This is an optimization exercise on Yosys and OpenROAD, whose aim is small area, not a production implementation.
RTL that was checked went through simulation tests only; none was proved equivalent to the original.
The flow treats the clock pin as an ideal source. Dropping or thinning the clock tree relies on that and would not hold on a real chip.
Power and IR drop assume default switching activity.

== the reference run ==
==> flow/design.v (excerpt) <==
module Task3(
	input [7:0] X0,
	input [7:0] X1,
	input [7:0] X2,
	input [7:0] X3,
	input [7:0] A0,
	input [7:0] A1,
	input [7:0] A2,
	input [7:0] A3,
	input clk,
	input rst,
	input enable,
	output ready,
	output valid,
	output [17:0] result
);
Size: ~290 cells after synthesis, roughly 87 I/O pins, about 0.0031 mm² of cells after synthesis.
export LEC_CHECK = 0
export ABC_AREA = 1
export CAP_MARGIN = 20
export CORE_MARGIN = 2
export CORE_UTILIZATION = 60
export SLEW_MARGIN = 20
create_clock -name core_clock -period 8.0 [get_ports {clk}]
standard.sh (not shown) runs the stock make flow with config.mk's settings and CLKGATE_MAP_FILE= SYNTH_SCRIPT=/design/flow/synth_recipe.tcl, a recipe that flattens the netlist after the stock synthesis.
==> flow/flow/run.sh <==
#!/bin/bash
# The standard layout with these changes:
# - the port buffers are the smallest buffer cell instead of the delay cell
#   buffer_ports picks by itself;
# - Yosys's synth skips its early "abc -fast";
# - after the standard synthesis (flip-flops untouched from here on):
#   flow/netopt.py removes the inverters that extract_fa leaves around the
#   full adders (it flips full adders and two-input gates to inverted logic
#   instead), merges duplicate cells and sizes gates back to size 1;
#   flow/remap.sh maps the remaining plain gates again with ABC's area
#   mapper; flow/netopt.py runs once more. This is tried with a few seeds of
#   netopt's search and the smallest netlist is kept;
# - after CTS, flow/clocktree.tcl replaces the clock tree by one level of
#   CLKTREE_NBUF buffers, each driving one group of nearby flip-flops.
set -euo pipefail
export PATH=$FLOW_HOME/../tools/install/yosys/bin:$PATH
export BUFFER_PORTS_ARGS="-buffer_cell sky130_fd_sc_hd__buf_1"
export SYNTH_ARGS="-noabc"
export POST_CTS_TCL=$PWD/flow/clocktree.tcl
export CLKTREE_NBUF=${CLKTREE_NBUF:-4}
export CLKTREE_CELL=${CLKTREE_CELL:-sky130_fd_sc_hd__clkbuf_8}
R=orfs/results/$FLOW_PLATFORM/Task3/base
bash standard.sh synth > synth.log 2>&1
cp $R/1_2_yosys.v yosys_standard.v
best=""
best_area=""
for seed in 1 2 3 4; do
  python3 flow/netopt.py yosys_standard.v netopt1_$seed.v --downsize --seed=$seed > netopt1_$seed.log 2>&1
  bash flow/remap.sh netopt1_$seed.v remap_$seed.v > remap_$seed.log 2>&1
  python3 flow/netopt.py remap_$seed.v netopt2_$seed.v --downsize > netopt2_$seed.log 2>&1
  area=$(grep -o 'cell area [0-9.]*' netopt2_$seed.log | awk '{print $3}')
  echo "seed $seed: cell area $area" >> choice.log
  if [[ -z "$best" ]] || awk "BEGIN{exit !($area < $best_area)}"; then best=$seed; best_area=$area; fi
done
echo "kept seed $best" >> choice.log
cp netopt2_$best.v $R/1_2_yosys.v
touch $R/1_2_yosys.v
bash standard.sh finish > finish.log 2>&1
Other scripts of this flow, unchanged in this note and not shown: flow/flow/clocktree.tcl, flow/flow/fixassign.py, flow/flow/netopt.py, flow/flow/remap.abc, flow/flow/remap.sh
### the reference run -> the trial run
--- a/flow/design.v
+++ b/flow/design.v
@@ -7,46 +7,47 @@
 	input [7:0] A1,
 	input [7:0] A2,
 	input [7:0] A3,
 	input clk,
 	input rst,
 	input enable,
 	output ready,
 	output valid,
 	output [17:0] result
 );
-reg rdy, vld;
+reg rdy;
+reg nrdy;    
 reg [2:0] c;
 reg [7:0] a0, a1, a2, a3;
 reg [7:1] xs0, xs1, xs2, xs3;
 reg rb;
 reg [9:0] h;
 assign ready = rdy;
-assign valid = vld;
+assign valid = rdy & ~c[0];
 wire prelast = (c == 3'd6);
 wire last = (c == 3'd7);
 always @(posedge clk) begin
 	if (rst) begin
 		rdy <= 1'b1;
-		vld <= 1'b0;
+		nrdy <= 1'b0;
 	end else begin
 		rdy <= rdy ? ~enable : last;
-		vld <= ~rdy & last;
+		nrdy <= rdy ? enable : ~last;
 	end
 	c <= (rdy | rst) ? 3'd1 : c + 3'd1;
 end
-wire [7:0] ma0 = rdy ? A0 : a1;
-wire [7:0] ma1 = rdy ? A1 : a2;
+wire [7:0] ma0 = nrdy ? a1 : A0;
+wire [7:0] ma1 = nrdy ? a2 : A1;
 wire [7:0] ma2 = rdy ? A2 : a3;
 wire [7:0] ma3 = rdy ? A3 : a0;
-wire b0 = rdy ? X0[0] : xs1[1];
-wire b1 = rdy ? X1[0] : xs2[1];
+wire b0 = nrdy ? xs1[1] : X0[0];
+wire b1 = nrdy ? xs2[1] : X1[0];
 wire b2 = rdy ? X2[0] : xs3[1];
 wire b3 = rdy ? X3[0] : xs0[1];
 wire [9:0] nhin = rdy ? 10'h1ff : h;
 wire [7:0] npp0 = {ma0[7] & b0, ~(ma0[6:0] & {7{b0}})};
 wire [7:0] npp1 = {ma1[7] & b1, ~(ma1[6:0] & {7{b1}})};
 wire [7:0] npp2 = {ma2[7] & b2, ~(ma2[6:0] & {7{b2}})};
 wire [7:0] npp3 = {ma3[7] & b3, ~(ma3[6:0] & {7{b3}})};
 wire s1;
 wire c2;
 wire s3;
@@ -174,23 +175,26 @@
 assign c60 = (nhin[8] & c52) | (nhin[8] & c54) | (c52 & c54);
 assign s61 = c56 ^ s59 ^ c58;
 assign c62 = (c56 & s59) | (c56 & c58) | (s59 & c58);
 assign s63 = nhin[9] ^ c60 ^ c62;
 assign c64 = (nhin[9] & c60) | (nhin[9] & c62) | (c60 & c62);
 assign ns = {c64, s63, s61, s57, s49, s41, s33, s25, s17, s9, s3};
 wire [9:0] hnext = ns[10:1] ^ {prelast | last, {9{prelast}}};
 wire rbit = ns[0] ^ ~last;
 always @(posedge clk) begin
 	a0 <= ma0; a1 <= ma1; a2 <= ma2; a3 <= ma3;
-	if (rdy) begin
-		xs0 <= X0[7:1]; xs1 <= X1[7:1]; xs2 <= X2[7:1]; xs3 <= X3[7:1];
-	end else begin
+	if (nrdy) begin
 		xs0 <= {rb, xs1[7:2]};
 		xs1 <= {X1[7], xs2[7:2]};
+	end else begin
+		xs0 <= X0[7:1]; xs1 <= X1[7:1];
+	end
+	if (rdy) begin xs2 <= X2[7:1]; xs3 <= X3[7:1];
+	end else begin
 		xs2 <= {X2[7], xs3[7:2]};
 		xs3 <= {X3[7], xs0[7:2]};
 	end
 	rb <= rbit;
 	h <= hnext;
 end
 assign result = {h, rb, xs0[7], xs3[6], xs2[5], xs1[4], xs0[3], xs3[2], xs2[1]};
 endmodule
Findings:
- The trial run finished every stage and its layout cleared the timing, DRC and antenna checks.
- Relative to the reference run, average routed wire per standard cell has gone up in the trial run.
- Any difference in number of non-filler instances in the completed layout between the reference run and the trial run is small enough to ignore.
- [compare] base=the reference run new=the trial run: post-layout worst setup margin -0.33 ns; register cell area after layout about even.
- NOTE: share of the core filled with cells in the final layout in the trial run falls short of that of the reference run
- The reference run has lower number of nets produced by synthesis than the trial run.
- The reference run -> the trial run: power decreased by more than 10%
- Re wire length of the first global-routing pass: the trial run is 4.4% up on the reference run.
- Note that the combinational power recorded for the reference run amounts to 1.3 times the value seen in the trial run.
- The higher synthesized area of the trial run and the reference run is in the trial run.
- Against the reference run, the trial run reports a stage delay of the slowest cell on the critical path that is higher.
Function not checked in the trial run: the RTL went through the layout flow alone. No run of this note takes its clock network from TritonCTS; it comes from the design's own scripts or RTL.

## port drivers added, routing unchanged
In the flow no input, the clock included, has a driving cell. The finished layouts below were timed again as built, in two steps. Step 1, drivers: a clkbuf_16 drives clk and a buf_2 each remaining input, both assumed. Step 2 times the ports against the registers' clock, not the clock port: input delays grow and output delays shrink by t, the midpoint of the rising clock arrivals with the driver on. Three values: ideal, step 1, step 2; two values: the first two.
run	t, ns	setup WS [ns]	cell pins on the clock port's net
the reference run	0.222	1.645 / 1.679 / 1.457	4
the trial run	0.224	1.317 / 1.353 / 1.129	4
After both steps setup and hold are still met in every run listed.
